From an optimization exercise on the open Yosys and OpenROAD flow, aimed at small area, a short achievable clock period and few clock cycles; shortcuts taken in it are not production practice.
No run shown here included a check of the RTL's function; only the layout flow was run.
In every run shown here, the design's own scripts or RTL, not TritonCTS, make the clock network.
The flow treats the clock pin as an ideal source. Dropping or thinning the clock tree relies on that and would not hold on a real chip.
Power and IR drop assume default switching activity.

$ cat flow/flow/cts_pre.tcl
# Sourced by ORFS's cts.tcl (PRE_CTS_TCL) after the placed design is loaded.
# Builds a shallow, balanced clock tree by hand (see clock_tree.tcl) and
# turns the clock_tree_synthesis call that follows into a no-op; the rest of
# cts.tcl (legalisation, timing repair) runs as usual.
source [file join [file dirname [info script]] clock_tree.tcl]
set K    $::env(FLOW_CTS_LEAVES)
set leaf $::env(FLOW_CTS_LEAF)
set root [expr {[info exists ::env(FLOW_CTS_ROOT)] ? $::env(FLOW_CTS_ROOT) : ""}]
build_clock_tree aclk $K $leaf $root
rename clock_tree_synthesis __unused_clock_tree_synthesis
proc clock_tree_synthesis {args} {
  puts "clock tree built by flow/clock_tree.tcl"
  set_propagated_clock [all_clocks]
}
$ cat flow/flow/clock_tree.tcl
# Build a two-level clock tree by hand: K leaf buffers at the centroids of a
# k-means clustering of the clock sinks, fed directly by the clock port (K<=4)
# or through a root buffer.
proc build_clock_tree {clk_port K leaf_master root_master} {
  set db [ord::get_db]
  set block [ord::get_db_block]
  set net [[$block findBTerm $clk_port] getNet]
  set sinks {}
  foreach it [$net getITerms] {
    if {[$it isInputSignal]} { lappend sinks $it }
  }
  set pts {}
  foreach it $sinks {
    set bb [[$it getInst] getBBox]
    lappend pts [list [expr {([$bb xMin]+[$bb xMax])/2.0}] [expr {([$bb yMin]+[$bb yMax])/2.0}]]
  }
  set n [llength $pts]
  # k-means, seeded along the x axis after sorting
  set order [lsort -real -index 0 $pts]
  set cent {}
  for {set k 0} {$k < $K} {incr k} {
    lappend cent [lindex $order [expr {int(($k + 0.5) * $n / $K)}]]
  }
  for {set iter 0} {$iter < 50} {incr iter} {
    set asg {}
    foreach p $pts {
      set best 0; set bd 1e30
      for {set k 0} {$k < $K} {incr k} {
        set c [lindex $cent $k]
        set d [expr {abs([lindex $p 0]-[lindex $c 0]) + abs([lindex $p 1]-[lindex $c 1])}]
        if {$d < $bd} { set bd $d; set best $k }
      }
      lappend asg $best
    }
    set sx {}; set sy {}; set cnt {}
    for {set k 0} {$k < $K} {incr k} { lappend sx 0.0; lappend sy 0.0; lappend cnt 0 }
    foreach p $pts a $asg {
      lset sx $a [expr {[lindex $sx $a] + [lindex $p 0]}]
      lset sy $a [expr {[lindex $sy $a] + [lindex $p 1]}]
      lset cnt $a [expr {[lindex $cnt $a] + 1}]
    }
    set new {}
    for {set k 0} {$k < $K} {incr k} {
      if {[lindex $cnt $k] > 0} {
        lappend new [list [expr {[lindex $sx $k]/[lindex $cnt $k]}] [expr {[lindex $sy $k]/[lindex $cnt $k]}]]
      } else { lappend new [lindex $cent $k] }
    }
    set cent $new
  }
  puts "clock tree: $n sinks, cluster sizes $cnt"
  set lm [$db findMaster $leaf_master]
  set feed $net
  if {$root_master ne ""} {
    set rm [$db findMaster $root_master]
    set root [odb::dbInst_create $block $rm "cts_root"]
    set cx 0.0; set cy 0.0
    foreach c $cent { set cx [expr {$cx + [lindex $c 0]}]; set cy [expr {$cy + [lindex $c 1]}] }
    $root setLocation [expr {int($cx/$K)}] [expr {int($cy/$K)}]
    $root setPlacementStatus PLACED
    [$root findITerm A] connect $net
    set feed [odb::dbNet_create $block "clknet_root"]
    $feed setSigType CLOCK
    [$root findITerm X] connect $feed
  }
  for {set k 0} {$k < $K} {incr k} {
    set b [odb::dbInst_create $block $lm "cts_leaf_$k"]
    set c [lindex $cent $k]
    $b setLocation [expr {int([lindex $c 0])}] [expr {int([lindex $c 1])}]
    $b setPlacementStatus PLACED
    [$b findITerm A] connect $feed
    set ln [odb::dbNet_create $block "clknet_leaf_$k"]
    $ln setSigType CLOCK
    [$b findITerm X] connect $ln
    set leafnet($k) $ln
  }
  foreach it $sinks a $asg {
    $it disconnect
    $it connect $leafnet($a)
  }
  $net setSigType CLOCK
}
$ cat flow/constraint.sdc
create_clock -name core_clock -period 3.0 [get_ports {aclk}]
set_input_delay 0.6000 -clock core_clock [delete_from_list [all_inputs] [get_ports {aclk}]]
set_output_delay 0.6000 -clock core_clock [all_outputs]
set_load 0.01 [all_outputs]
$ cat flow/design.v
package axi_pkg;
  typedef enum logic [1:0] {
    RESP_OKAY   = 2'b00,
    RESP_EXOKAY = 2'b01,
    RESP_SLVERR = 2'b10,
    RESP_DECERR = 2'b11
  } axi_resp_t;
  localparam int NUM_REGS = 8;
  localparam logic [7:0] REG_CTRL_OFFSET     = 8'h00;
  localparam logic [7:0] REG_STATUS_OFFSET   = 8'h04;
  localparam logic [7:0] REG_DATA_TX_OFFSET  = 8'h08;
  localparam logic [7:0] REG_DATA_RX_OFFSET  = 8'h0C;
  localparam logic [7:0] REG_IRQ_EN_OFFSET   = 8'h10;
  localparam logic [7:0] REG_IRQ_STAT_OFFSET = 8'h14;
  localparam logic [7:0] REG_SCRATCH_OFFSET  = 8'h18;
  localparam logic [7:0] REG_VERSION_OFFSET  = 8'h1C;
  localparam int REG_CTRL     = 0;
  localparam int REG_STATUS   = 1;
  localparam int REG_DATA_TX  = 2;
  localparam int REG_DATA_RX  = 3;
  localparam int REG_IRQ_EN   = 4;
  localparam int REG_IRQ_STAT = 5;
  localparam int REG_SCRATCH  = 6;
  localparam int REG_VERSION  = 7;
  localparam logic [31:0] IP_VERSION = 32'h0001_0000;
endpackage
module axi4_lite_slave #(
  parameter int ADDR_WIDTH = 32,
  parameter int DATA_WIDTH = 32
)(
  input  logic                    aclk,
  input  logic                    aresetn,
  input  logic [ADDR_WIDTH-1:0]   awaddr,
  input  logic [2:0]              awprot,
  input  logic                    awvalid,
  output logic                    awready,
  input  logic [DATA_WIDTH-1:0]   wdata,
  input  logic [DATA_WIDTH/8-1:0] wstrb,
  input  logic                    wvalid,
  output logic                    wready,
  output logic [1:0]              bresp,
  output logic                    bvalid,
  input  logic                    bready,
  input  logic [ADDR_WIDTH-1:0]   araddr,
  input  logic [2:0]              arprot,
  input  logic                    arvalid,
  output logic                    arready,
  output logic [DATA_WIDTH-1:0]   rdata,
  output logic [1:0]              rresp,
  output logic                    rvalid,
  input  logic                    rready
);
  logic [31:0] reg_ctrl;
  logic [31:0] reg_data_tx;
  logic [31:0] reg_irq_en;
  logic [31:0] reg_scratch;
  logic [1:0] aw_sv;                  
  logic       aw_wp, aw_rp;           
  logic [4:0] aw_s0, aw_s1;
  logic       aw_blk;                 
  logic       w_blk;                  
  logic [3:0] w_arm;                  
  logic       awready_q, wready_q;    
  logic       b_v, b_idle, b_err;     
  logic       bs_v, bs_err;           
  assign awready = awready_q;
  assign wready  = wready_q;
  assign bvalid  = b_v;
  assign bresp   = {b_err, 1'b0};
  wire aw_fire = awvalid & ~aw_blk;
  wire w_fire  = wvalid & ~w_blk;
  wire b_free  = b_idle | bready;     
  wire       aw_ok_in = (awaddr[31:5] == 27'd0);
  wire [4:0] aw_e_in  = {~aw_ok_in,
                         aw_ok_in & (awaddr[4:2] == 3'd6),
                         aw_ok_in & (awaddr[4:2] == 3'd4),
                         aw_ok_in & (awaddr[4:2] == 3'd2),
                         aw_ok_in & (awaddr[4:2] == 3'd0)};
  wire [4:0] aw_head   = aw_rp ? aw_s1 : aw_s0;
  wire [4:0] aw_other  = aw_rp ? aw_s0 : aw_s1;
  wire       aw_ov     = aw_rp ? aw_sv[0] : aw_sv[1];    
  wire       aw_any    = aw_sv[0] | aw_sv[1];
  wire       go_f  = (aw_ov | aw_fire) & b_free;
  wire [3:0] arm_f = {4{go_f}} & (aw_ov ? aw_other[3:0] : aw_e_in[3:0]);
  wire       go_n  = (aw_any | aw_fire) & (b_free | ~bs_v);
  wire [3:0] arm_n = {4{go_n}} & (aw_any ? aw_head[3:0] : aw_e_in[3:0]);
  wire       fire_sel = wvalid & ~w_blk;
  wire       w_go_d   = fire_sel ? go_f  : go_n;
  wire [3:0] w_arm_d  = fire_sel ? arm_f : arm_n;
  wire [1:0] aw_sv_d = (aw_sv & ~({aw_rp, ~aw_rp} & {2{w_fire}}))
                     | ({aw_wp, ~aw_wp} & {2{aw_fire}});
  wire       aw_full_d = aw_sv_d[0] & aw_sv_d[1];
  wire       bs_v_d  = ~b_free & (bs_v | w_fire);
  wire       b_v_d   = ~b_free | bs_v | w_fire;
  always_ff @(posedge aclk or negedge aresetn) begin
    if (!aresetn) begin
      aw_sv     <= 2'b00;
      aw_wp     <= 1'b0;
      aw_rp     <= 1'b0;
      aw_blk    <= 1'b1;
      w_blk     <= 1'b1;
      w_arm     <= 4'd0;
      awready_q <= 1'b0;
      wready_q  <= 1'b0;
      b_v       <= 1'b0;
      b_idle    <= 1'b1;
      b_err     <= 1'b0;
      bs_v      <= 1'b0;
      bs_err    <= 1'b0;
    end else begin
      aw_sv     <= aw_sv_d;
      aw_wp     <= aw_wp ^ aw_fire;
      aw_rp     <= aw_rp ^ w_fire;
      aw_blk    <= aw_full_d;
      w_blk     <= ~w_go_d;
      w_arm     <= w_arm_d;
      awready_q <= ~aw_full_d;
      wready_q  <= w_go_d;
      b_v       <= b_v_d;
      b_idle    <= ~b_v_d;
      bs_v      <= bs_v_d;
      if (b_free) b_err <= bs_v ? bs_err : aw_head[4];
      if (~bs_v)  bs_err <= aw_head[4];
    end
  end
  always_ff @(posedge aclk) begin
    if (~aw_sv[0] & ~aw_wp) aw_s0 <= aw_e_in;
    if (~aw_sv[1] &  aw_wp) aw_s1 <= aw_e_in;
  end
  always_ff @(posedge aclk or negedge aresetn) begin
    if (!aresetn) begin
      reg_ctrl    <= '0;
      reg_data_tx <= '0;
      reg_irq_en  <= '0;
      reg_scratch <= '0;
    end else begin
      for (int b = 0; b < 4; b++) begin
        if (wvalid && wstrb[b]) begin
          if (w_arm[0]) reg_ctrl[b*8 +: 8]    <= wdata[b*8 +: 8];
          if (w_arm[1]) reg_data_tx[b*8 +: 8] <= wdata[b*8 +: 8];
          if (w_arm[2]) reg_irq_en[b*8 +: 8]  <= wdata[b*8 +: 8];
          if (w_arm[3]) reg_scratch[b*8 +: 8] <= wdata[b*8 +: 8];
        end
      end
    end
  end
  logic        ar_v0, ar_v1;          
  logic        ar_blk;                
  logic        arready_q;             
  logic [5:0]  ar_lo, ar_hi_n;
  logic        ar_ok1;
  logic [2:0]  ar_idx1;
  logic        r_v, r_idle, r_err;    
  logic [31:0] r_data;
  assign arready = arready_q;
  assign rvalid  = r_v;
  assign rdata   = r_data;
  assign rresp   = {r_err, 1'b0};
  wire ar_fire  = arvalid & ~ar_blk;
  wire r_load   = r_idle | rready;    
  wire ar_pop   = r_load & ar_v0;
  wire ar_ok_in = (araddr[31:5] == 27'd0);
  wire       sel_ok  = ar_v1 ? ar_ok1  : ar_ok_in;
  wire [2:0] sel_idx = ar_v1 ? ar_idx1 : araddr[4:2];
  wire [5:0] lo_d = {~sel_ok,
                     sel_ok & (sel_idx == 3'd6),
                     sel_ok & (sel_idx == 3'd4),
                     sel_ok & (sel_idx[2:1] == 2'd1),
                     sel_ok & (sel_idx == 3'd1),
                     sel_ok & (sel_idx == 3'd0)};
  wire [5:0] hi_d = {~sel_ok,
                     sel_ok & (sel_idx == 3'd7),
                     sel_ok & (sel_idx == 3'd6),
                     sel_ok & (sel_idx == 3'd4),
                     sel_ok & (sel_idx[2:1] == 2'd1),
                     sel_ok & (sel_idx == 3'd0)};
  logic ar_v0_d, ar_v1_d;
  always_comb begin
    ar_v0_d = ar_v0;
    ar_v1_d = ar_v1;
    if (ar_pop) begin
      ar_v0_d = ar_v1 | ar_fire;
      ar_v1_d = 1'b0;
    end else if (ar_fire) begin
      ar_v0_d = 1'b1;
      ar_v1_d = ar_v0;
    end
  end
  always_ff @(posedge aclk or negedge aresetn) begin
    if (!aresetn) begin
      ar_v0     <= 1'b0;
      ar_v1     <= 1'b0;
      ar_blk    <= 1'b1;
      arready_q <= 1'b0;
      r_v       <= 1'b0;
      r_idle    <= 1'b1;
      r_err     <= 1'b0;
    end else begin
      ar_v0     <= ar_v0_d;
      ar_v1     <= ar_v1_d;
      ar_blk    <= ar_v1_d;
      arready_q <= ~ar_v1_d;
      if (r_load) begin
        r_v    <= ar_v0;
        r_idle <= ~ar_v0;
        r_err  <= ar_lo[5];
      end
    end
  end
  wire [31:0] lo_word = ({32{ar_lo[0]}} & reg_ctrl)
                      | ({32{ar_lo[1]}} & {31'd0, reg_ctrl[0]})
                      | ({32{ar_lo[2]}} & reg_data_tx)
                      | ({32{ar_lo[3]}} & reg_irq_en)
                      | ({32{ar_lo[4]}} & reg_scratch)
                      | ({32{ar_lo[5]}} & 32'hDEADBEEF);
  wire [31:0] hi_word = ({32{~ar_hi_n[0]}} & reg_ctrl)
                      | ({32{~ar_hi_n[1]}} & reg_data_tx)
                      | ({32{~ar_hi_n[2]}} & reg_irq_en)
                      | ({32{~ar_hi_n[3]}} & reg_scratch)
                      | ({32{~ar_hi_n[4]}} & axi_pkg::IP_VERSION)
                      | ({32{~ar_hi_n[5]}} & 32'hDEADBEEF);
  always_ff @(posedge aclk) begin
    if (ar_pop | ~ar_v0) begin
      ar_lo   <= lo_d;
      ar_hi_n <= ~hi_d;
    end
    if (~ar_v1) begin
      ar_ok1  <= ar_ok_in;
      ar_idx1 <= araddr[4:2];
    end
    if (r_load) r_data <= {hi_word[31:16], lo_word[15:0]};
  end
endmodule
module axi4_lite_slave_wrapper #(
  parameter int ADDR_WIDTH = 32,
  parameter int DATA_WIDTH = 32
)(
  input  logic                      aclk,
  input  logic                      aresetn,
  input  logic [ADDR_WIDTH-1:0]     s_axi_awaddr,
  input  logic [2:0]                s_axi_awprot,
  input  logic                      s_axi_awvalid,
  output logic                      s_axi_awready,
  input  logic [DATA_WIDTH-1:0]     s_axi_wdata,
  input  logic [DATA_WIDTH/8-1:0]   s_axi_wstrb,
  input  logic                      s_axi_wvalid,
  output logic                      s_axi_wready,
  output logic [1:0]                s_axi_bresp,
  output logic                      s_axi_bvalid,
  input  logic                      s_axi_bready,
  input  logic [ADDR_WIDTH-1:0]     s_axi_araddr,
  input  logic [2:0]                s_axi_arprot,
  input  logic                      s_axi_arvalid,
  output logic                      s_axi_arready,
  output logic [DATA_WIDTH-1:0]     s_axi_rdata,
  output logic [1:0]                s_axi_rresp,
  output logic                      s_axi_rvalid,
  input  logic                      s_axi_rready
);
  axi4_lite_slave #(
    .ADDR_WIDTH (ADDR_WIDTH),
    .DATA_WIDTH (DATA_WIDTH)
  ) u_slave (
    .aclk    (aclk),           .aresetn (aresetn),
    .awaddr  (s_axi_awaddr),   .awprot  (s_axi_awprot),
    .awvalid (s_axi_awvalid),  .awready (s_axi_awready),
    .wdata   (s_axi_wdata),    .wstrb   (s_axi_wstrb),
    .wvalid  (s_axi_wvalid),   .wready  (s_axi_wready),
    .bresp   (s_axi_bresp),    .bvalid  (s_axi_bvalid),
    .bready  (s_axi_bready),
    .araddr  (s_axi_araddr),   .arprot  (s_axi_arprot),
    .arvalid (s_axi_arvalid),  .arready (s_axi_arready),
    .rdata   (s_axi_rdata),    .rresp   (s_axi_rresp),
    .rvalid  (s_axi_rvalid),   .rready  (s_axi_rready)
  );
endmodule
$ cat flow/config.mk
export PLATFORM = sky130hd
export DESIGN_NAME = axi4_lite_slave_wrapper
export DESIGN_NICKNAME = axi4_lite_slave_wrapper
export VERILOG_FILES = /design/flow/design.v
export SDC_FILE = /design/flow/constraint.sdc
export NUM_CORES = 4
export LEC_CHECK = 0
export CAP_MARGIN = 20
export CORE_MARGIN = 2
export CORE_UTILIZATION = 40
export SETUP_SLACK_MARGIN = 1.4
export SLEW_MARGIN = 20
export TNS_END_PERCENT = 0
$ cat flow/flow/run.sh
#!/bin/bash
# Standard ORFS layout, with buf_1 port buffers, resizing not tied to cell
# footprints, and a hand-built two-level clock tree (flow/cts_pre.tcl).
set -euo pipefail
cd "$(dirname "$0")/.."
export FLOW_CTS_LEAVES=16
export FLOW_CTS_LEAF=sky130_fd_sc_hd__clkbuf_8
export FLOW_CTS_ROOT=sky130_fd_sc_hd__clkbuf_16
bash standard.sh \
  "BUFFER_PORTS_ARGS=-buffer_cell sky130_fd_sc_hd__buf_1" \
  MATCH_CELL_FOOTPRINT=0 \
  "PRE_CTS_TCL=$(pwd)/flow/cts_pre.tcl" \
  finish > flow_orfs.log 2>&1
$ cat flow/standard.sh
#!/bin/bash
# synth_recipe.tcl (not shown) runs the flow's synth.tcl, then flattens the netlist and writes it again
# the make line also repeats each setting of config.mk as NAME=value (left out here)
make -C /OpenROAD-flow-scripts/flow DESIGN_CONFIG=/design/flow/config.mk WORK_HOME=/design/flow/orfs CLKGATE_MAP_FILE= SYNTH_SCRIPT=/design/flow/synth_recipe.tcl "${@:-finish}"
==> notes.md, run 1 <==
The run finished with no timing, DRC or antenna violations. The startpoint identified for the worst register-to-register timing path is u_slave.aw_blk. The share of cells above drive strength 1 came out at 27.0%.

The via density per instance is 5.47. The total routed wirelength came out at 20200 um. The clock period minus worst slack came out at 1.66 ns. The via count of the first global-routing pass came out at 5968. The critical path's largest stage delay is 0.57 ns. The overall power consumption is 0.00857 W. The number of distinct library cells after synthesis is 46. For this run, global-route usage on met3 was measured as 1.93%. In this run the worst setup path begins at s_axi_awaddr[17].

The total count of max-transition violations in the final report came out at 0. The largest vdd supply drop came out at 0.000376 V. The die area is 22800 um^2. The buffers plus inverters on the worst setup path is 1. The share of the clock period used by the worst path after layout came out at 55.2%.

The count of mapped cells out of synthesis came out at 613. The highest-delay cell along the critical path is sky130_fd_sc_hd__or4_4. The worst-case headroom to the max-slew limit is 47.1%. The slew at the pin with the worst max-slew slack came out at 0.794 ns. The total negative slack is 0 ns. The top fanout value on the critical path came out at 5. In this run the count of I/O pins placed on the die edge is 154. For this run, global-route usage on met1 was measured as 22.3%.

The total via count in the routed design came out at 5726. For this block, the initial DRC count from the detailed router was 390. The mean post-synth cell area is 14.1 um^2.

The flop-to-flop setup slack is 1.41 ns. The wire length of the first global-routing pass is 30900 um. The number of max-cap violations is 0.

The worst setup path is captured at a flip-flop. The effective utilization at floorplan came out at 40.9%. The critical path is of the in -> reg type.

The capturing element of the worst setup path is u_slave.w_arm[2]. The floorplan has 53 rows. The placeable core region is 21200 um^2. The met2 track demand over resource in global routing is 31.7%.

The part of the Yosys area used for sequential elements came out at 63.7%. Routability-driven placement finished with a final weighted congestion of 0.771. The min-delay analysis places its worst path in the category in -> async. The residual DRC count came out at 0. The maximum number of pins on one net before global-route repair is 57. The vertical die dimension is 151 um. Once layout is complete, the utilization of the core stands at 47.4%. The area of the mapped netlist is 8650 um^2. STA classifies the critical path startpoint as an input port.

The top cell types in the final layout, fill and taps aside, are 143 x sky130_fd_sc_hd__dfrtp_1, 140 x sky130_fd_sc_hd__buf_1, 134 x sky130_fd_sc_hd__mux2_2. Yosys mapped a number of flops with a built-in enable equal to 54. The detailed placement HPWL came out at 13500 um. Setup repair after global routing could not meet its margin everywhere. The source-to-sink clock delay at the later pin of the worst-skew pair came out at 0.42 ns. The leakage power came out at 3.89 nW. The synthesized design contains 210 register bits. The logic depth of the worst path, buffers included came out at 5. The signal on the critical path passes through buf_1 -> or4_4 -> nor3_4 -> nand2_4 -> o41ai_4. The warning count from the yosys run is 1. The peak clock frequency supported by timing came out at 604 MHz.

The total grt overflow came out at 0. The total number of nets in the final design is 889. The power per cell area came out at 855 nW/um^2.

The number of setup violations in the final report is 0. The path depth of the worst reg2reg path is 5. The fraction of synthesis flops using an asynchronous set or reset pin came out at 72.4%. The total routing usage reported by global routing is 17.4%. The number of search-and-repair iterations in the first detailed-routing pass came out at 5. Dividing the detail-routed wire length by the instance count gives 19.4 um. The number of port buffers came out at 141. Data on the critical path arrives at its endpoint at 1.95 ns. Among all flip-flop cells after synthesis, the most frequent one is sky130_fd_sc_hd__dfrtp_1.

STA puts the critical path data required time at 3.29 ns. In this run the critical register-to-register path is captured at u_slave.w_arm[0]. In this run the most used layer during global routing was met2. The initial antenna violation count came out at 0. The count of antenna-violating nets left after detailed routing is 0. Fill cells in the final layout number 1845. The library cell used most frequently in the layout, excluding fill and tap cells, is sky130_fd_sc_hd__dfrtp_1. The area overhead of the layout relative to synthesis came out at 15.9%. Measured along the x axis, the die boundary spans 151 um. The clock slew at the register clock pins of the worst setup and hold paths came out at 0.09 ns. The hold violation count in the final report is 0. Among cell families on the critical path, the largest total delay comes from simple AND/OR/NAND/NOR gates. The final clock skew came out at 0.0326 ns.
==> registers in the layout, indices dropped and copies added (netlist names), 2 cells and up <==
register / flops
u_slave.ar_idx1: 3
u_slave.r_data: 32
u_slave.ar_lo: 6
u_slave.reg_ctrl: 32
u_slave.reg_irq_en: 32
u_slave.aw_sv: 2
u_slave.reg_scratch: 32
u_slave.reg_data_tx: 32
u_slave.w_arm: 4
u_slave.aw_s0: 5
u_slave.ar_hi_n: 6
u_slave.aw_s1: 5
==> per-layer routing <==
layer	wire (um)	vias to the layer above
met5	0	-
met4	420	0
met3	1350	31
met2	10200	216
met1	8280	2875
li1	-	2604
==> synthesized netlist by cell type (all sizes together), types with 2 or more instances <==
master | n | area (um^2)
dfrtp | 147 | 3680
mux2 | 134 | 1510
edfxtp | 54 | 1620
nand2 | 40 | 153
nand3 | 32 | 160
inv | 25 | 93.8
a222oi | 23 | 230
a22oi | 20 | 150
a21oi | 19 | 95.1
clkbuf | 15 | 56.3
nor4 | 14 | 93.8
nor2 | 12 | 45.0
o21ai | 8 | 40.0
buf | 7 | 45.0
nand4 | 6 | 37.5
nor3 | 6 | 41.3
dfstp | 5 | 131
mux2i | 5 | 50.1
nand2b | 5 | 31.3
dfxtp | 4 | 80.1
ha | 4 | 50.1
a32o | 3 | 30.0
o22a | 3 | 26.3
nor2b | 2 | 12.5
or3 | 2 | 12.5
or4 | 2 | 22.5
==> logic make-up after synthesis <==
logic type      after synthesis  synth area share [%]
other cells                   1                0.0434
simple gates                126                  7.48
flops                       210                  63.7
fa+ha+maj                     4                 0.579
buf+inv                      47                  2.26
mux                         139                  18.0
compound gates               86                  7.89
==> timing repair <==
action / CTS / global route
hold buffers: 0 / 0
pin swaps: 2 / 8
hold endpoints to repair: 0 / 0
resized for setup: 13 / 21
setup buffers: 7 / 8
endpoints found under the setup margin: 17 / 39
==> worst min-delay path by stage <==
stage / start / endpoint / slack [ns] / cells after the start
global placement: u_slave.ar_v0 / u_slave.r_idle / 0.48 / 1
global route: aresetn / u_slave.reg_data_tx[5] / 0.20 / 1
detailed placement: u_slave.reg_ctrl[0] / u_slave.reg_ctrl[0] / 0.49 / 1
finish: aresetn / u_slave.reg_data_tx[5] / 0.18 / 1
CTS: aresetn / u_slave.reg_data_tx[5] / 0.19 / 1
floorplan: aresetn / u_slave.ar_v0 / 0.30 / 0
==> where the power goes <==
group | total [W] | internal, W | switching, W
clock network | 0.00136 | 0.000537 | 0.000824
registers | 0.00495 | 0.00417 | 0.000777
logic | 0.00226 | 0.00123 | 0.00103
==> layout make-up <==
cell class	instances	area (um^2)	area share [%]
multi-input combinational	357	3060	30.5
buffer	17	245	2.45
inverter	25	109	1.09
timing repair buffer	161	746	7.44
antenna	1	2.50	0.0250
sequential	210	5520	55.0
tap	275	344	3.43
==> through the flow <==
stage | worst slack [ns] | instance area [um^2] | hold slack, ns | std cells
floorplan | 1.17 | 8650 | 0.304 | 614
global placement | 0.916 | 9490 | 0.482 | 1013
detailed placement | 0.847 | 9490 | 0.492 | 1013
CTS | 1.36 | 9850 | 0.192 | 1037
global route | 1.35 | 10000 | 0.199 | 1045
finish | 1.34 | 10000 | 0.184 | 1046
==> inputs of run 2 (changes only) <==
--- a/flow/design.v
+++ b/flow/design.v
@@ -55,7 +55,6 @@
   logic [31:0] reg_irq_en;
   logic [31:0] reg_scratch;
-  logic [1:0] aw_sv;                  
-  logic       aw_wp, aw_rp;           
-  logic [4:0] aw_s0, aw_s1;
+  logic       aw_v0, aw_v1;           
+  logic [4:0] aw_e0, aw_e1;
   logic       aw_blk;                 
   logic       w_blk;                  
@@ -77,25 +76,25 @@
                          aw_ok_in & (awaddr[4:2] == 3'd2),
                          aw_ok_in & (awaddr[4:2] == 3'd0)};
-  wire [4:0] aw_head   = aw_rp ? aw_s1 : aw_s0;
-  wire [4:0] aw_other  = aw_rp ? aw_s0 : aw_s1;
-  wire       aw_ov     = aw_rp ? aw_sv[0] : aw_sv[1];    
-  wire       aw_any    = aw_sv[0] | aw_sv[1];
-  wire       go_f  = (aw_ov | aw_fire) & b_free;
-  wire [3:0] arm_f = {4{go_f}} & (aw_ov ? aw_other[3:0] : aw_e_in[3:0]);
-  wire       go_n  = (aw_any | aw_fire) & (b_free | ~bs_v);
-  wire [3:0] arm_n = {4{go_n}} & (aw_any ? aw_head[3:0] : aw_e_in[3:0]);
-  wire       fire_sel = wvalid & ~w_blk;
-  wire       w_go_d   = fire_sel ? go_f  : go_n;
-  wire [3:0] w_arm_d  = fire_sel ? arm_f : arm_n;
-  wire [1:0] aw_sv_d = (aw_sv & ~({aw_rp, ~aw_rp} & {2{w_fire}}))
-                     | ({aw_wp, ~aw_wp} & {2{aw_fire}});
-  wire       aw_full_d = aw_sv_d[0] & aw_sv_d[1];
-  wire       bs_v_d  = ~b_free & (bs_v | w_fire);
-  wire       b_v_d   = ~b_free | bs_v | w_fire;
+  logic       aw_v0_d, aw_v1_d, bs_v_d, b_v_d, w_go_d;
+  logic [4:0] aw_e0_d;
+  always_comb begin
+    aw_v0_d = aw_v0;
+    aw_v1_d = aw_v1;
+    if (w_fire) begin
+      aw_v0_d = aw_v1 | aw_fire;
+      aw_v1_d = 1'b0;
+    end else if (aw_fire) begin
+      aw_v0_d = 1'b1;
+      aw_v1_d = aw_v0;
+    end
+  end
+  assign aw_e0_d = (w_fire | ~aw_v0) ? (aw_v1 ? aw_e1 : aw_e_in) : aw_e0;
+  assign bs_v_d  = ~b_free & (bs_v | w_fire);
+  assign b_v_d   = b_free ? (bs_v | w_fire) : 1'b1;
+  assign w_go_d  = aw_v0_d & ~bs_v_d;
   always_ff @(posedge aclk or negedge aresetn) begin
     if (!aresetn) begin
-      aw_sv     <= 2'b00;
-      aw_wp     <= 1'b0;
-      aw_rp     <= 1'b0;
+      aw_v0     <= 1'b0;
+      aw_v1     <= 1'b0;
       aw_blk    <= 1'b1;
       w_blk     <= 1'b1;
@@ -109,22 +108,21 @@
       bs_err    <= 1'b0;
     end else begin
-      aw_sv     <= aw_sv_d;
-      aw_wp     <= aw_wp ^ aw_fire;
-      aw_rp     <= aw_rp ^ w_fire;
-      aw_blk    <= aw_full_d;
+      aw_v0     <= aw_v0_d;
+      aw_v1     <= aw_v1_d;
+      aw_blk    <= aw_v1_d;
       w_blk     <= ~w_go_d;
-      w_arm     <= w_arm_d;
-      awready_q <= ~aw_full_d;
+      w_arm     <= {4{w_go_d}} & aw_e0_d[3:0];
+      awready_q <= ~aw_v1_d;
       wready_q  <= w_go_d;
       b_v       <= b_v_d;
       b_idle    <= ~b_v_d;
       bs_v      <= bs_v_d;
-      if (b_free) b_err <= bs_v ? bs_err : aw_head[4];
-      if (~bs_v)  bs_err <= aw_head[4];
+      if (b_free) b_err <= bs_v ? bs_err : aw_e0[4];
+      if (~bs_v)  bs_err <= aw_e0[4];
     end
   end
   always_ff @(posedge aclk) begin
-    if (~aw_sv[0] & ~aw_wp) aw_s0 <= aw_e_in;
-    if (~aw_sv[1] &  aw_wp) aw_s1 <= aw_e_in;
+    aw_e0 <= aw_e0_d;
+    if (~aw_v1) aw_e1 <= aw_e_in;
   end
   always_ff @(posedge aclk or negedge aresetn) begin
@@ -208,26 +206,30 @@
     end
   end
-  wire [31:0] lo_word = ({32{ar_lo[0]}} & reg_ctrl)
-                      | ({32{ar_lo[1]}} & {31'd0, reg_ctrl[0]})
-                      | ({32{ar_lo[2]}} & reg_data_tx)
-                      | ({32{ar_lo[3]}} & reg_irq_en)
-                      | ({32{ar_lo[4]}} & reg_scratch)
-                      | ({32{ar_lo[5]}} & 32'hDEADBEEF);
-  wire [31:0] hi_word = ({32{~ar_hi_n[0]}} & reg_ctrl)
-                      | ({32{~ar_hi_n[1]}} & reg_data_tx)
-                      | ({32{~ar_hi_n[2]}} & reg_irq_en)
-                      | ({32{~ar_hi_n[3]}} & reg_scratch)
-                      | ({32{~ar_hi_n[4]}} & axi_pkg::IP_VERSION)
-                      | ({32{~ar_hi_n[5]}} & 32'hDEADBEEF);
+  wire        r_hold = ~r_load;
+  wire [5:0]  g_lo   = {6{r_load}} & ar_lo;
+  wire [5:0]  g_hi   = {6{r_load}} & ~ar_hi_n;
+  wire [31:0] lo_word = ({32{r_hold}}  & r_data)
+                      | ({32{g_lo[0]}} & reg_ctrl)
+                      | ({32{g_lo[1]}} & {31'd0, reg_ctrl[0]})
+                      | ({32{g_lo[2]}} & reg_data_tx)
+                      | ({32{g_lo[3]}} & reg_irq_en)
+                      | ({32{g_lo[4]}} & reg_scratch)
+                      | ({32{g_lo[5]}} & 32'hDEADBEEF);
+  wire [31:0] hi_word = ({32{r_hold}}  & r_data)
+                      | ({32{g_hi[0]}} & reg_ctrl)
+                      | ({32{g_hi[1]}} & reg_data_tx)
+                      | ({32{g_hi[2]}} & reg_irq_en)
+                      | ({32{g_hi[3]}} & reg_scratch)
+                      | ({32{g_hi[4]}} & axi_pkg::IP_VERSION)
+                      | ({32{g_hi[5]}} & 32'hDEADBEEF);
+  wire ar_ld = ar_pop | ~ar_v0;
   always_ff @(posedge aclk) begin
-    if (ar_pop | ~ar_v0) begin
-      ar_lo   <= lo_d;
-      ar_hi_n <= ~hi_d;
-    end
+    ar_lo   <= ({6{ar_ld}} & lo_d)  | ({6{~ar_ld}} & ar_lo);
+    ar_hi_n <= ({6{ar_ld}} & ~hi_d) | ({6{~ar_ld}} & ar_hi_n);
     if (~ar_v1) begin
       ar_ok1  <= ar_ok_in;
       ar_idx1 <= araddr[4:2];
     end
-    if (r_load) r_data <= {hi_word[31:16], lo_word[15:0]};
+    r_data <= {hi_word[31:16], lo_word[15:0]};
   end
 endmodule
==> notes.md, run 2 <==
The commonest cells after synthesis are 145 x sky130_fd_sc_hd__dfrtp_1, 131 x sky130_fd_sc_hd__mux2_2, 46 x sky130_fd_sc_hd__dfxtp_1. The slew at the pin with the worst max-slew slack came out at 0.749 ns. The buffers plus inverters on the worst setup path came out at 1.

The number of max-cap violations is 0. The mux cell area share after synthesis is 18.8%. In this design, the largest share of critical-path delay is due to simple AND/OR/NAND/NOR gates.

Of the total synthesized cell area, the portion taken by XOR and XNOR cells is 0%. STA classifies the critical path startpoint as a flip-flop. The worst slack on hold paths is 0.199 ns.

Detailed placement ended at an HPWL of 12900 um. In this run the count of I/O pins placed on the die edge is 154. The total routed wirelength is 19200 um.

Buffers inserted to repair hold after CTS numbered 0. The number of distinct library cells after synthesis is 50. The largest individual stage delay along the critical path comes from the cell sky130_fd_sc_hd__dfrtp_1. The number of setup violations in the final report came out at 0.

For this run, the number of Yosys warnings is 1. The combinational fraction of design power came out at 26.6%. VDD sags by at most 0.000443 V. The worst-case headroom to the max-slew limit came out at 50.0%.

The maximum number of pins on one net before global-route repair came out at 69. In the post-synthesis netlist, the biggest area contributors are sky130_fd_sc_hd__dfrtp_1 44%, sky130_fd_sc_hd__mux2_2 18%, sky130_fd_sc_hd__dfxtp_1 11%. The total grt overflow is 0. The clock network burns 16.4% of the power. Dividing the detail-routed via count by the number of cells gives 5.47.

In the layout the commonest cells are 145 x sky130_fd_sc_hd__dfrtp_1, 139 x sky130_fd_sc_hd__buf_1, 131 x sky130_fd_sc_hd__mux2_2. The final clock skew is 0.0581 ns. After floorplanning, the core was divided into 52 placement rows.

The total routing usage reported by global routing is 17.1%. The data arrival at the endpoint of the critical path came out at 1.92 ns. Of all nets on the critical path, the largest fanout is 7.

The source-to-sink clock delay at the later pin of the worst-skew pair is 0.43 ns. For this design the static power due to leakage is 3.80 nW. The internal cell power came out at 0.00571 W. The most frequently used cell type in the post-synthesis netlist is sky130_fd_sc_hd__dfrtp_1. Counting every instance in the synthesized netlist gives 623.

The clock slew at the register clock pins of the worst setup and hold paths is 0.11 ns. The routability-driven placement congestion ratio is 0.774. The worst endpoint required time is 3.28 ns. The worst path uses 54.9% of the clock period.

The area share of fa/ha/maj cells after synthesis came out at 0%. The non-filler instance count after layout came out at 1035. The effective utilization at floorplan came out at 40.8%. The placeable core region is 20300 um^2. The via count of the first global-routing pass was 5945. The simple-gate portion of the synthesized area is 8.51%. The critical path is of the reg -> reg type. The part of the Yosys area used for sequential elements came out at 60.9%. The analysis attributes to net switching a power of 0.00251 W. In the synthesized netlist the async set-or-reset flop fraction comes to 72.1%. The worst setup path is captured at a flip-flop. The vertical die dimension is 148 um. The share of the synthesized area in the top cell type is 43.8%. Of the cells placed in the final design, the portion with a size suffix greater than 1 is 27.2%. The number of search-and-repair iterations in the first detailed-routing pass came out at 5. The die is 148 um wide. The switching power as a share of total power came out at 30.6%. The number of enable-type register cells in the synthesized netlist is 12. The clock period could shrink to 1.65 ns. The number of synthesized register bits came out at 208. The most used flip-flop cell after synthesis is sky130_fd_sc_hd__dfrtp_1. The power per cell area came out at 864 nW/um^2.

The share of the synthesized area in compound gates (AO/OA/AOI/OAI) came out at 9.37%. The biggest area contributor in the post-synthesis netlist is sky130_fd_sc_hd__dfrtp_1. Once detail routing completed, the nets flagged for antenna violations numbered 0.

The startpoint identified for the worst register-to-register timing path is u_slave.ar_v1. The number of port buffers is 141. The total negative slack is 0 ns.

The residual DRC count came out at 0. The routed layout has 5660 vias. Traced cell by cell, the critical path runs through nor4_1 -> nand4_1 -> buf_4 -> o21ai_4 -> and4_1.

The hold violation count in the final report came out at 0. The die area came out at 21900 um^2. The initial antenna violation count was 2. The number of instances in the placed design is 1014. The peak clock frequency supported by timing is 607 MHz.

At the end of the flow, the number of nets in the layout was 879. The critical path's largest stage delay is 0.50 ns. Setup repair after global routing could not meet its margin everywhere. The total count of max-transition violations in the final report came out at 0. Of the total power, registers draw 57.0%.

The flow ran to the end and the layout has no timing, DRC or antenna violations. In this run the cell area of the synthesized design comes to 8280 um^2. The library cell used most frequently in the layout, excluding fill and tap cells, is sky130_fd_sc_hd__dfrtp_1. The dominant combinational cell family by area after synthesis is multiplexers. In the final routed layout, each cell accounts on average for 18.5 um. The area growth from synthesis to layout is 15.0%. Dividing the synthesized area by the synthesized cell count gives 13.3 um^2. The number of cells on the worst reg-to-reg path is 5. The worst hold-check path type is in -> async.

The first routing iteration left 212 violations. The wire length of the first global-routing pass is 30600 um. The flop-to-flop setup slack is 1.35 ns.
==> run 2: cell count changes after synthesis, moves of 5 or more <==
cell	delta
sky130_fd_sc_hd__dfxtp_1	+42
sky130_fd_sc_hd__edfxtp_1	-42
sky130_fd_sc_hd__nor2_1	+17
sky130_fd_sc_hd__a21oi_1	-16
sky130_fd_sc_hd__a31oi_1	+15
sky130_fd_sc_hd__nand2_1	-15
sky130_fd_sc_hd__a221oi_1	+13
sky130_fd_sc_hd__a222oi_1	-11
sky130_fd_sc_hd__inv_1	-11
sky130_fd_sc_hd__a21boi_0	+10
sky130_fd_sc_hd__a22oi_1	+6
sky130_fd_sc_hd__and3_1	+5
==> run 2: layer usage <==
metal	GRT usage [%]	wire (um)
met3	3.43	1180
met1	22.4	8260
met4	3.43	318
met2	29.8	9420
met5	0	12
==> run 2: stage by stage <==
stage / setup WS (ns) / cell area (um^2) / power, W / util [%]
final: 1.35 / 9520 / 0.00823 / 46.9
after global routing: 1.29 / 9520 / 0.00876 / 46.9
after CTS: 1.28 / 9450 / 0.00830 / 46.6
after detailed placement: 0.653 / 9140 / 0.00692 / 45.0
after global placement: 0.667 / 9140 / 0.00675 / 45.0
after floorplan: 1.29 / 8350 / 0.00616 / -
==> run 2: how the worst max path moves through the flow <==
stage / slack [ns] / depth (start not counted) / from / end
2_1_floorplan: 1.29 / 7 / s_axi_rready / u_slave.r_data[10]
3_3_place_gp: 0.67 / 5 / s_axi_rready / u_slave.r_data[0]
5_1_grt: 1.29 / 5 / u_slave.ar_v1 / flip-flop
4_1_cts: 1.28 / 4 / u_slave.ar_v1 / flip-flop
3_5_place_dp: 0.65 / 3 / s_axi_wvalid / u_slave.reg_scratch[19]
6_report: 1.35 / 5 / u_slave.ar_v1 / flip-flop
==> run 2: final cells by class <==
type | instances | area, um^2
multi-input combinational | 374 | 3210
inverter | 15 | 56.3
buffer | 17 | 245
fill | 1889 | 10800
timing repair buffer | 150 | 622
tap | 270 | 338
antenna | 1 | 2.50
sequential | 208 | 5040
==> run 2: repair_timing <==
action                                  in CTS  in global routing
setup buffers                                0                  2
gates cloned                                 0                  1
pin swaps                                    0                  2
endpoints found under the setup margin     174                106
resized for setup                           19                 12
==> run 2: power groups by stage <==
stage,sequential [W],combinational [W],clock [W]
CTS,0.00468,0.00221,0.00141
finish,0.00469,0.00219,0.00135
floorplan,0.00458,0.00158,0
global route,0.00482,0.00242,0.00152
global placement,0.00464,0.00210,0
detailed placement,0.00473,0.00219,0
==> run 2: kinds of logic after synthesis <==
family / after synthesis
simple gates: 131
other cells: 1
flops: 208
mux: 139
buf+inv: 43
compound gates: 101
==> inputs of run 3 (changes only) <==
--- a/flow/design.v
+++ b/flow/design.v
@@ -223,8 +223,9 @@
                       | ({32{g_hi[4]}} & axi_pkg::IP_VERSION)
                       | ({32{g_hi[5]}} & 32'hDEADBEEF);
-  wire ar_ld = ar_pop | ~ar_v0;
   always_ff @(posedge aclk) begin
-    ar_lo   <= ({6{ar_ld}} & lo_d)  | ({6{~ar_ld}} & ar_lo);
-    ar_hi_n <= ({6{ar_ld}} & ~hi_d) | ({6{~ar_ld}} & ar_hi_n);
+    if (ar_pop | ~ar_v0) begin
+      ar_lo   <= lo_d;
+      ar_hi_n <= ~hi_d;
+    end
     if (~ar_v1) begin
       ar_ok1  <= ar_ok_in;
--- a/flow/config.mk
+++ b/flow/config.mk
@@ -9,5 +9,5 @@
 export CORE_MARGIN = 2
 export CORE_UTILIZATION = 40
-export SETUP_SLACK_MARGIN = 1.4
+export SETUP_SLACK_MARGIN = 1.5
 export SLEW_MARGIN = 20
 export TNS_END_PERCENT = 0
==> notes.md, run 3 <==
The flow ran to the end and the layout has no timing, DRC or antenna violations. The library cell used most frequently in the layout, excluding fill and tap cells, is sky130_fd_sc_hd__dfrtp_1. The clock period minus worst slack came out at 1.56 ns. At the pin with the least slew margin, the transition time is 0.828 ns. The warning count from the yosys run came out at 1. The number of distinct library cells after synthesis came out at 43.

The hold violation count in the final report is 0. The simple-gate portion of the synthesized area came out at 7.37%. The clock arrives with 0.0570 ns of skew. Sorting the synthesized cells by how often they occur yields 145 x sky130_fd_sc_hd__dfrtp_1, 132 x sky130_fd_sc_hd__mux2_2, 45 x sky130_fd_sc_hd__dfxtp_1. The area growth from synthesis to layout is 14.7%. The total grt overflow came out at 0. Headroom to the max-slew limit came out at 44.8%. The effective utilization at floorplan came out at 40.7%. The die covers 21700 um^2.

The share of cells above drive strength 1 is 26.2%. From left edge to right edge, the die measures 147 um. After synthesis, the largest family of logic cells by area is multiplexers. Setup repair after global routing could not meet its margin everywhere. The detailed placement HPWL is 13000 um. The peak clock frequency supported by timing came out at 642 MHz. The top cell types in the final layout, fill and taps aside, are 143 x sky130_fd_sc_hd__dfrtp_1, 137 x sky130_fd_sc_hd__buf_1, 132 x sky130_fd_sc_hd__mux2_2. The synthesized netlist devotes 0% of its cell area to adder and majority cells.

After synthesis, the share of flip-flops with an asynchronous set or reset is 72.1%. The overall power consumption came out at 0.00807 W. The cell taking the most area after synthesis is sky130_fd_sc_hd__dfrtp_1. The initial antenna violation count is 1.

The worst setup path is of the reg -> reg kind. Fill cells in the final layout number 1853. Along the worst path, the maximum fanout reaches 5.

The power per cell area is 855 nW/um^2. For this run, the slowest stage of the critical path takes 0.55 ns. The share of the clock period used by the worst path after layout came out at 51.9%. The number of top-level pins came out at 154. The total number of nets in the final design came out at 877. The share of the synthesized area in compound gates (AO/OA/AOI/OAI) is 10.2%. The number of setup violations in the final report is 0.

The vertical die dimension is 147 um. The maximum number of pins on one net before global-route repair is 65. The number of search-and-repair iterations in the first detailed-routing pass is 8.

For the worst setup path, the data arrival time is 1.86 ns. In the routed design, unresolved DRC markers number 0. The worst setup path is launched from a flip-flop.

The clock slew at the register clock pins of the worst setup and hold paths came out at 0.12 ns. The source-to-sink clock delay at the later pin of the worst-skew pair came out at 0.42 ns. The via density per instance came out at 5.52. In the synthesized netlist the dominant register cell turns out to be sky130_fd_sc_hd__dfrtp_1.

The critical path goes through nor2b_1 -> o211ai_1 -> nand2_1 -> a311oi_2. Global routing consumed, over all layers together, 17.6% of the routing resources. The total routed wirelength came out at 19600 um. The final core area utilization is 46.7%. The part of the Yosys area used for sequential elements is 61.4%. The worst setup path is captured at a flip-flop. Yosys attributes the largest share of cell area to sky130_fd_sc_hd__dfrtp_1 44%, sky130_fd_sc_hd__mux2_2 18%, sky130_fd_sc_hd__dfxtp_1 11%. The count of mapped cells out of synthesis came out at 619. Of the post-synthesis cell area, the part taken by muxes is 18.8%.

The total count of max-transition violations in the final report is 0. The mapped netlist covers 8230 um^2. The routability-driven placement congestion ratio is 0.752. The total negative slack is 0 ns.

The XOR/XNOR share of the synthesized area came out at 0%. The placeable core region is 20200 um^2. The via count of the first global-routing pass came out at 5993. Among all cell types in the netlist, the one instantiated most often is sky130_fd_sc_hd__dfrtp_1. The worst slack on hold paths came out at 0.200 ns.

Port buffering added 141 buffers. The worst endpoint required time came out at 3.30 ns. The number of rows in the core area is 52.

Across the run, the number of max-cap violations was 0. The wire length of the first global-routing pass came out at 31100 um. The wire length per cell after detailed routing is 18.9 um.

For this design the static power due to leakage is 3.75 nW. After synthesis, the largest area contributor takes up 44.1% of total cell area. A synthesized cell averages 13.3 um^2. Synthesis inferred 208 register bits. The initial detailed-routing violation count is 365. The total via count in the routed design is 5705.

The number of enable-type register cells in the synthesized netlist came out at 13. In this run the remaining antenna-violating nets after routing total 0. The worst-case IR drop observed on VDD is 0.000388 V. The tightest min-delay check is of the in -> async type. The largest individual stage delay along the critical path comes from the cell sky130_fd_sc_hd__dfstp_2.
[run 3: what timing repair did]
item,4_1_cts,5_1_grt
buffers inserted,3,2
pin swaps,1,2
resized for setup,17,7
hold buffers,0,0
setup endpoints to repair,206,137
endpoints found under the hold margin,0,0
[run 3: per-stage QoR]
stage          cells  instance area [um^2]  setup slack [ns]
6_report        1033                  9440              1.44
5_1_grt         1032                  9440              1.32
4_1_cts         1030                  9390              1.43
3_5_place_dp    1010                  9070             0.758
3_3_place_gp    1010                  9070             0.820
2_1_floorplan    620                  8250              1.30
[run 3: area by class of cell]
class                      instances  area (um^2)  area share (%)
inverter                          16         62.6           0.662
tap                              270          338            3.58
sequential                       208         5050            53.5
timing repair buffer             152          644            6.82
buffer                            17          245            2.60
multi-input combinational        369         3100            32.8
antenna                            1         2.50          0.0265
[run 3: layer usage]
layer / track usage, % / wire [um] / up-vias
li1: - / - / 2611
met1: 23.0 / 8300 / 2873
met2: 31.1 / 9610 / 189
met3: 3.09 / 1300 / 30
met4: 3.61 / 342 / 2
met5: 0 / 13 / -
[run 3: where the power goes]
part           total, W  internal, W  switching, W
registers       0.00465      0.00396      0.000691
logic           0.00207      0.00113      0.000939
clock network   0.00135     0.000537      0.000815
[run 3: cells by family after synthesis]
family | Yosys count
flops | 208
mux | 138
simple gates | 115
compound gates | 114
buf+inv | 43
other cells | 1
[run 3: critical path, delay by kind of cell, from the launching register on]
family	cells	cell delay (ns)
compound gates	2	0.62
flops	1	0.55
simple gates	2	0.27
[run 3: path summary, 6_finish.rpt]
path	from	slack, ns	end	cells past startpoint
worst max register to register	u_slave.w_blk	1.44	u_slave.w_arm[0]	4
worst min-delay path	aresetn	0.20	u_slave.reg_ctrl[27]	1
worst max-delay path	u_slave.w_blk	1.44	u_slave.w_arm[0]	4
max in group asynchronous	aresetn	2.04	u_slave.reg_data_tx[1]	2
min in group core_clock	u_slave.aw_e1[4]	0.47	u_slave.aw_e1[4]	2
worst min register to register	u_slave.aw_e1[4]	0.47	u_slave.aw_e1[4]	2
==> inputs of run 4 (changes only) <==
--- a/flow/config.mk
+++ b/flow/config.mk
@@ -11,3 +11,3 @@
 export SETUP_SLACK_MARGIN = 1.5
 export SLEW_MARGIN = 20
-export TNS_END_PERCENT = 0
+export TNS_END_PERCENT = 100
==> notes.md, run 4 <==
Synthesis produced 619 cells. The peak clock frequency supported by timing came out at 636 MHz. The source-to-sink clock delay at the later pin of the worst-skew pair came out at 0.40 ns.

The wire length per cell after detailed routing came out at 18.9 um. The critical path's largest stage delay came out at 0.51 ns. The largest vdd supply drop is 0.000477 V. The leakage power came out at 4.00 nW. The total routing usage reported by global routing came out at 17.9%. The total grt overflow came out at 0. The most used flip-flop cell after synthesis is sky130_fd_sc_hd__dfrtp_1. The routability-driven placement congestion ratio is 0.770. The routed length on met1 came out at 8180 um. The combined area of the multi-input logic cells came out at 3380 um^2. The final layout contains 898 nets. The part of the power in registers is 55.0%. The top cell types in the final layout, fill and taps aside, are 143 x sky130_fd_sc_hd__dfrtp_1, 132 x sky130_fd_sc_hd__mux2_2, 102 x sky130_fd_sc_hd__buf_1. The fraction of synthesis flops using an asynchronous set or reset pin is 72.1%.

After synthesis, the largest family of logic cells by area is multiplexers. The most common cell after layout, fill and taps aside is sky130_fd_sc_hd__dfrtp_1. The detailed placement HPWL came out at 13000 um. Yosys mapped the design onto 43 distinct sky130hd cell types.

The mapped netlist covers 8230 um^2. Leaving out filler cells and counting taps, the final layout contains 1053. The worst register-to-register path has a depth of 5. Walking the worst path, the cells encountered are buf_1 -> nor4_4 -> nand4_2 -> o31ai_1 -> mux2_2.

From synthesis to final layout, the design area changed by 22.9%. On the critical path the largest part of the delay comes from compound AO/OA/AOI/OAI gates. The clock slew at the register clock pins of the worst setup and hold paths came out at 0.09 ns. In the synthesized netlist, mux cells make up 18.8% of the area.

The share of cells above drive strength 1 is 39.8%. Counting flops with a built-in enable in the synthesized netlist gives 13. The min-delay analysis places its worst path in the category in -> async. The total routed wirelength came out at 19900 um. The top fanout value on the critical path is 5. The internal cell power came out at 0.00588 W. The run finished with no timing, DRC or antenna violations. The buffers plus inverters on the worst setup path came out at 1. The combinational fraction of design power is 29.1%. For this run, the number of Yosys warnings is 1. The final clock skew is 0.0252 ns. The number of instances in the placed design is 1008. The final core area utilization is 50.0%. The number of synthesized register bits is 208. The number of max-cap violations is 0. The initial detailed-routing violation count came out at 321. The number of top-level pins is 154.

The number of rows in the core area is 52. The detailed route wirelength on metal3 came out at 1280 um. The largest individual stage delay along the critical path comes from the cell sky130_fd_sc_hd__o31ai_1. Averaged over all synthesized cells, the footprint is 13.3 um^2. The slew at the pin with the worst max-slew slack is 0.823 ns. The area share of fa/ha/maj cells after synthesis is 0%. sky130_fd_sc_hd__dfrtp_1 takes more of the synthesized area than any other cell. Entering global routing, the biggest net connects 151 pins. The switching power of the nets came out at 0.00258 W. The hold violation count in the final report is 0. The worst-case headroom to the max-slew limit is 45.1%. The die area is 21700 um^2. The worst slack on hold paths is 0.329 ns. The total count of max-transition violations in the final report is 0. The overall power consumption is 0.00845 W. The part of the Yosys area used for sequential elements came out at 61.4%. The share of the synthesized area in the top cell type is 44.1%. The worst setup path is captured at a flip-flop. The startpoint class of the critical path is an input port. After synthesis, the most frequently instantiated cells are 145 x sky130_fd_sc_hd__dfrtp_1, 132 x sky130_fd_sc_hd__mux2_2, 45 x sky130_fd_sc_hd__dfxtp_1. The first detailed-routing pass ran for 5 iterations.

By area the synthesized netlist is led by sky130_fd_sc_hd__dfrtp_1 44%, sky130_fd_sc_hd__mux2_2 18%, sky130_fd_sc_hd__dfxtp_1 11%. The total negative slack is 0 ns. Of the total power, the share spent switching nets is 30.5%. The wire length of the first global-routing pass is 31800 um.

The worst endpoint required time is 3.35 ns. In this run the top signal layer used is met4. In the routed layout, each cell is associated on average with a via count of 5.42. The simple-gate portion of the synthesized area is 7.37%.

Setup repair after global routing could not meet its margin everywhere. The type of the worst setup path is in -> reg. 0 antenna diodes ended up in the layout.

The via count of the first global-routing pass was 5983. STA puts the critical path data arrival time at 1.92 ns. The clock period minus worst slack came out at 1.57 ns. The most common cell in the synthesized netlist is sky130_fd_sc_hd__dfrtp_1. The logic depth of the worst path, buffers included came out at 5. The routed design uses 10200 um of met2 wire.

The power per cell area came out at 835 nW/um^2. The register cell area after layout is 5090 um^2. For this block, the via count after detailed routing is 5706. The share of the clock period used by the worst path after layout came out at 52.4%. The vertical die dimension came out at 147 um. In this run the remaining antenna-violating nets after routing total 0. The number of inserted filler cells in the final layout came out at 1792. The number of setup violations in the final report came out at 0.

The die width came out at 147 um. The share of the synthesized area in compound gates (AO/OA/AOI/OAI) came out at 10.2%. The effective utilization at floorplan came out at 40.7%. The residual DRC count came out at 0. The clock network fraction of total power came out at 15.9%. The placeable core region is 20200 um^2. During placement, the flow inserted port buffers numbering 141.

The initial antenna violation count is 0. The synthesized netlist devotes 0% of its cell area to XOR and XNOR gates.
## run 4: changes by cell type in the layout (fill, tap and decap cells not counted), moves of 7 or more
cell / previous run / this run
sky130_fd_sc_hd__nand3_4: 0 / 10
sky130_fd_sc_hd__buf_6: 0 / 16
sky130_fd_sc_hd__nor4_2: 3 / 10
sky130_fd_sc_hd__buf_1: 137 / 102
sky130_fd_sc_hd__nor4_1: 9 / 0
sky130_fd_sc_hd__dfxtp_1: 45 / 18
sky130_fd_sc_hd__clkbuf_2: 3 / 20
sky130_fd_sc_hd__buf_4: 9 / 24
sky130_fd_sc_hd__dfxtp_2: 0 / 27
sky130_fd_sc_hd__nand3_1: 17 / 3
## run 4: power by group through the flow
stage | registers, W | logic, W | clock network, W
after CTS | 0.00465 | 0.00226 | 0.00141
after floorplan | 0.00450 | 0.00155 | 0
final | 0.00465 | 0.00246 | 0.00135
after global placement | 0.00466 | 0.00192 | 0
after detailed placement | 0.00475 | 0.00202 | 0
after global routing | 0.00477 | 0.00267 | 0.00152
## run 4: logic make-up (layout without fill, tap and decap cells)
kind of cell,Yosys count,after routing
other cells,1,2
buf+inv,43,206
mux,138,138
compound gates,114,114
simple gates,115,115
flops,208,208
## run 4: area by class of cell
class / instances / area share, %
Buffer: 17 / 2.42
Tap cell: 270 / 3.34
Inverter: 16 / 0.705
Sequential cell: 208 / 50.3
Multi-Input combinational cell: 369 / 33.4
Timing Repair Buffer: 173 / 9.89
## run 4: final timing paths
| path | startpoint | slack (ns) | end |
|---|---|---|---|
| setup / recovery | s_axi_awaddr[15] | 1.43 | u_slave.aw_e0[3] |
| hold / removal | aresetn | 0.33 | u_slave.reg_ctrl[29] |
| setup reg to reg | u_slave.w_blk | 1.50 | u_slave.w_arm[3] |
| hold reg to reg | u_slave.aw_e0[1] | 0.48 | u_slave.aw_e0[1] |
| max in group asynchronous | aresetn | 2.02 | u_slave.reg_irq_en[5] |
| min in group core_clock | u_slave.aw_e0[1] | 0.48 | u_slave.aw_e0[1] |
## run 4: per-stage QoR
stage | worst slack, ns | cell area (um^2)
2_1_floorplan | 1.30 | 8470
3_3_place_gp | 0.945 | 9240
3_5_place_dp | 0.920 | 9240
4_1_cts | 1.41 | 9750
5_1_grt | 1.38 | 10100
6_report | 1.43 | 10100
## run 4: per-layer routing
layer	up-vias	global-route usage [%]
met5	-	0
met4	0	2.60
met3	16	3.24
met2	141	31.8
met1	2920	23.5
li1	2629	-
## run 4: repair_timing
action | in CTS | in global routing
endpoints found under the hold margin | 0 | 0
hold buffers | 0 | 0
pin swaps | 5 | 6
resized for setup | 86 | 59
buffers inserted | 12 | 16
gates cloned | 0 | 0
endpoints found under the setup margin | 133 | 104
## run 4: worst reg2reg max path: stages, from the launching register on
cell and delay (ns):
sky130_fd_sc_hd__dfstp_2 0.56, sky130_fd_sc_hd__nor2b_4 0.06, sky130_fd_sc_hd__nor2_2 0.24, sky130_fd_sc_hd__inv_4 0.13
sky130_fd_sc_hd__o211ai_1 0.19, sky130_fd_sc_hd__o21ba_2 0.19
==> inputs of run 5 (changes only) <==
--- a/flow/config.mk
+++ b/flow/config.mk
@@ -9,5 +9,5 @@
 export CORE_MARGIN = 2
 export CORE_UTILIZATION = 40
-export SETUP_SLACK_MARGIN = 1.5
+export SETUP_SLACK_MARGIN = 1.6
 export SLEW_MARGIN = 20
 export TNS_END_PERCENT = 100
==> notes.md, run 5 <==
The run finished with no timing, DRC or antenna violations. Max-cap violations in this run came to 0. The final clock skew came out at 0.0288 ns. The clock reaches the later pin of the worst-skew pair after 0.42 ns.

The number of rows in the core area is 52. Sequential cells account for 51.9% of the total power. In this design, the stage delay of the slowest critical-path cell is 0.40 ns. Of the synthesized area, sequential elements account for 61.4%.

The die width came out at 147 um. The total routed wirelength is 20900 um. The switching power as a share of total power came out at 30.3%. The wire length per cell after detailed routing came out at 19.4 um. The buffers plus inverters on the worst setup path came out at 1. The warning count from the yosys run came out at 1.

The slowest stage of the critical path belongs to the cell sky130_fd_sc_hd__dfrtp_1. The placeable core region came out at 20200 um^2. The number of diodes came out at 0.

The pre-antenna-repair detailed-routing pass consisted of 5 iterations. The via count of the first global-routing pass was 6245. In this run the worst path has a maximum fanout of 2.

The initial antenna violation count is 0. The clock period minus worst slack is 1.55 ns. The worst-case headroom to the max-slew limit is 44.0%. The detail route stage leaves a number of antenna-violating nets equal to 0. The count of mapped cells out of synthesis came out at 619. After synthesis, the largest family of logic cells by area is multiplexers.

The internal cell power came out at 0.00634 W. Summing all placed instances gives a cell area of 9550 um^2. The cell family contributing the most delay on the critical path is flip-flops. The area of the mapped netlist came out at 8230 um^2. The routability-driven placement congestion ratio is 0.801.

The wire length of the first global-routing pass is 32800 um. Setup repair after global routing could not meet its margin everywhere. The detailed placement HPWL is 13300 um.

The fraction of synthesis flops using an asynchronous set or reset pin came out at 72.1%. The combinational fraction of design power is 32.8%. Among all cell types in the netlist, the one instantiated most often is sky130_fd_sc_hd__dfrtp_1. The mux cell area share after synthesis came out at 18.8%. The library cells used most frequently in the layout, excluding fill and tap cells, are 140 x sky130_fd_sc_hd__dfrtp_1, 100 x sky130_fd_sc_hd__buf_1, 71 x sky130_fd_sc_hd__mux2_4. The total grt overflow came out at 0. The number of enable-type register cells in the synthesized netlist is 13. The switching power of the nets is 0.00276 W.

STA classifies the critical path endpoint as an output port. The total routing usage reported by global routing is 18.5%. The data arrival at the endpoint of the critical path is 0.95 ns. The hold violation count in the final report came out at 0. The critical path goes through clkbuf_2. After synthesis the netlist holds a flip-flop and latch count of 208. Sorting the synthesized cells by area gives the leading types as sky130_fd_sc_hd__dfrtp_1 44%, sky130_fd_sc_hd__mux2_2 18%, sky130_fd_sc_hd__dfxtp_1 11%. Adding up every negative setup slack in the final design gives 0 ns. The total number of nets in the final design is 924. The via density per instance is 5.45.

The power per cell area came out at 836 nW/um^2. The peak clock frequency supported by timing came out at 645 MHz. After Yosys synthesis, XOR and XNOR cells account for 0% of the synthesized area.

The vertical die dimension came out at 147 um. In the routed design, unresolved DRC markers number 0. VDD sags by at most 0.000350 V.

The share of the clock period used by the worst path after layout is 51.7%. The initial detailed-routing violation count came out at 361. The slew at the pin with the worst max-slew slack is 0.840 ns. The setup path with the least slack is of type reg -> out. Buffers placed on the I/O ports in this run total 141. The hold buffer count at CTS is 0. The worst hold-check path type is in -> async. The detailed router placed 5880 vias in this run. The worst endpoint required time is 2.40 ns.

The area share of fa/ha/maj cells after synthesis is 0%. The share of total power dissipated in the clock network is 15.2%. The share of the synthesized area in compound gates (AO/OA/AOI/OAI) came out at 10.2%.

154 I/O pins were placed. The total non-filler cell area in the finished layout is 10900 um^2. The number of distinct library cells after synthesis is 43. The area overhead of the layout relative to synthesis came out at 32.3%.

The total count of max-transition violations in the final report is 0. STA classifies the critical path startpoint as a flip-flop. The number of setup violations in the final report is 0. The leakage power came out at 4.54 nW. The share of the synthesized area in the top cell type came out at 44.1%. The die area came out at 21700 um^2. Of the cells placed in the final design, the portion with a size suffix greater than 1 is 44.7%.

The worst slack on hold paths came out at 0.326 ns. After clock tree synthesis, the clock-pin slew on the worst setup and hold paths is 0.09 ns. In the synthesized netlist, the cells that appear most often are 145 x sky130_fd_sc_hd__dfrtp_1, 132 x sky130_fd_sc_hd__mux2_2, 45 x sky130_fd_sc_hd__dfxtp_1. Leaving out fill and tap cells, the most frequent cell in the layout is sky130_fd_sc_hd__dfrtp_1. The simple-gate portion of the synthesized area came out at 7.37%. Entering global routing, the biggest net connects 151 pins.

The mean post-synth cell area is 13.3 um^2. Once the floorplan was initialized, standard cells occupied 40.7% of the core. The most used flip-flop cell after synthesis is sky130_fd_sc_hd__dfrtp_1. sky130_fd_sc_hd__dfrtp_1 takes more of the synthesized area than any other cell.
[run 5: power by group through the flow]
stage          Combinational [W]  Sequential (W)  Clock (W)
3_3_place_gp             0.00223         0.00472          0
5_1_grt                  0.00321         0.00485    0.00153
3_5_place_dp             0.00233         0.00480          0
4_1_cts                  0.00273         0.00474    0.00143
6_report                 0.00299         0.00473    0.00139
2_1_floorplan            0.00188         0.00453          0
[run 5: cell type report]
type | instances | area (um^2)
inverters | 16 | 87.6
plain buffers | 17 | 245
fillers | 1690 | 9350
well taps | 270 | 338
flip-flops and latches | 208 | 5100
repair buffers | 198 | 1380
repair inverters | 1 | 7.51
multi-input cells | 369 | 3730
[run 5: kinds of logic (layout without fill, tap and decap cells)]
kind of cell / count (synthesis) / after routing
DFF: 208 / 208
muxes: 138 / 138
and+or+nand+nor: 115 / 115
AOI/OAI and AO/OA: 114 / 114
buffers and inverters: 43 / 232
other: 1 / 2
[run 5: per-stage QoR]
step / util [%] / cells / total power, W / setup WS [ns]
after CTS: 51.5 / 1050 / 0.00891 / 1.42
after detailed placement: 47.2 / 1009 / 0.00713 / 0.815
after global placement: 47.2 / 1009 / 0.00695 / 0.924
after global routing: 53.8 / 1079 / 0.00959 / 1.38
after floorplan: - / 620 / 0.00641 / 1.30
final: 53.8 / 1079 / 0.00910 / 1.45
[run 5: worst paths after layout]
| path | startpoint | to | slack (ns) | cells after the start |
|---|---|---|---|---|
| worst max-delay path | u_slave.b_err | s_axi_bresp[1] | 1.45 | 1 |
| worst min-delay path | aresetn | u_slave.reg_scratch[5] | 0.33 | 2 |
| worst max register to register | u_slave.ar_v1 | u_slave.ar_hi_n[3] | 1.46 | 6 |
| worst min register to register | u_slave.aw_e1[4] | u_slave.aw_e1[4] | 0.46 | 2 |
| max in group asynchronous | aresetn | u_slave.aw_v1 | 2.00 | 2 |
| min in group core_clock | u_slave.aw_e1[4] | u_slave.aw_e1[4] | 0.46 | 2 |
[run 5: layer usage]
metal	GRT usage (%)	wire length [um]	part of all wire (%)	vias to the layer above
met5	0	0	0	-
met4	3.89	505	2.4	0
met3	2.65	1190	5.7	35
met2	32.7	10400	50	195
met1	24.4	8870	42	2956
li1	-	-	-	2694
[run 5: timing repair]
item	in CTS	in global routing
setup buffers	24	28
resized for setup	170	40
cloned	0	1
hold endpoints to repair	0	0
setup endpoints to repair	206	106
pin swaps	9	14

[static timing again, ports no longer ideal]
The flow's constraints put no driver on any port. The routed layouts listed below were extracted and timed again, unchanged, in two steps.
Step 1 (the two cells are an assumption about what drives the block):
set clk [get_ports {aclk}]
set_driving_cell -lib_cell sky130_fd_sc_hd__clkbuf_16 $clk
set_driving_cell -lib_cell sky130_fd_sc_hd__buf_2 [delete_from_list [all_inputs] $clk]
Step 2, shift: input delay + t, output delay - t, t = (earliest + latest rising clock arrival at the registers) / 2. This alone moves slack from input paths to output paths.
Slacks: ideal ports / drivers / drivers and shift; pairs: ideal ports / drivers.
run | t (ns) | setup slack, ns | cell pins on the clock port's net
run 1 | 0.447 | 1.345 / 1.368 / 0.921 | 1
run 2 | 0.442 | 1.353 / 1.353 / 0.970 | 1
run 3 | 0.437 | 1.442 / 1.406 / 1.026 | 1
run 4 | 0.435 | 1.428 / 1.424 / 1.016 | 1
run 5 | 0.464 | 1.448 / 1.398 / 1.079 | 1
After both steps setup and hold are still met in every run listed. For run 1, which loses most, drivers alone change the setup slack by +0.023 ns; drivers and shift together by -0.424 ns.
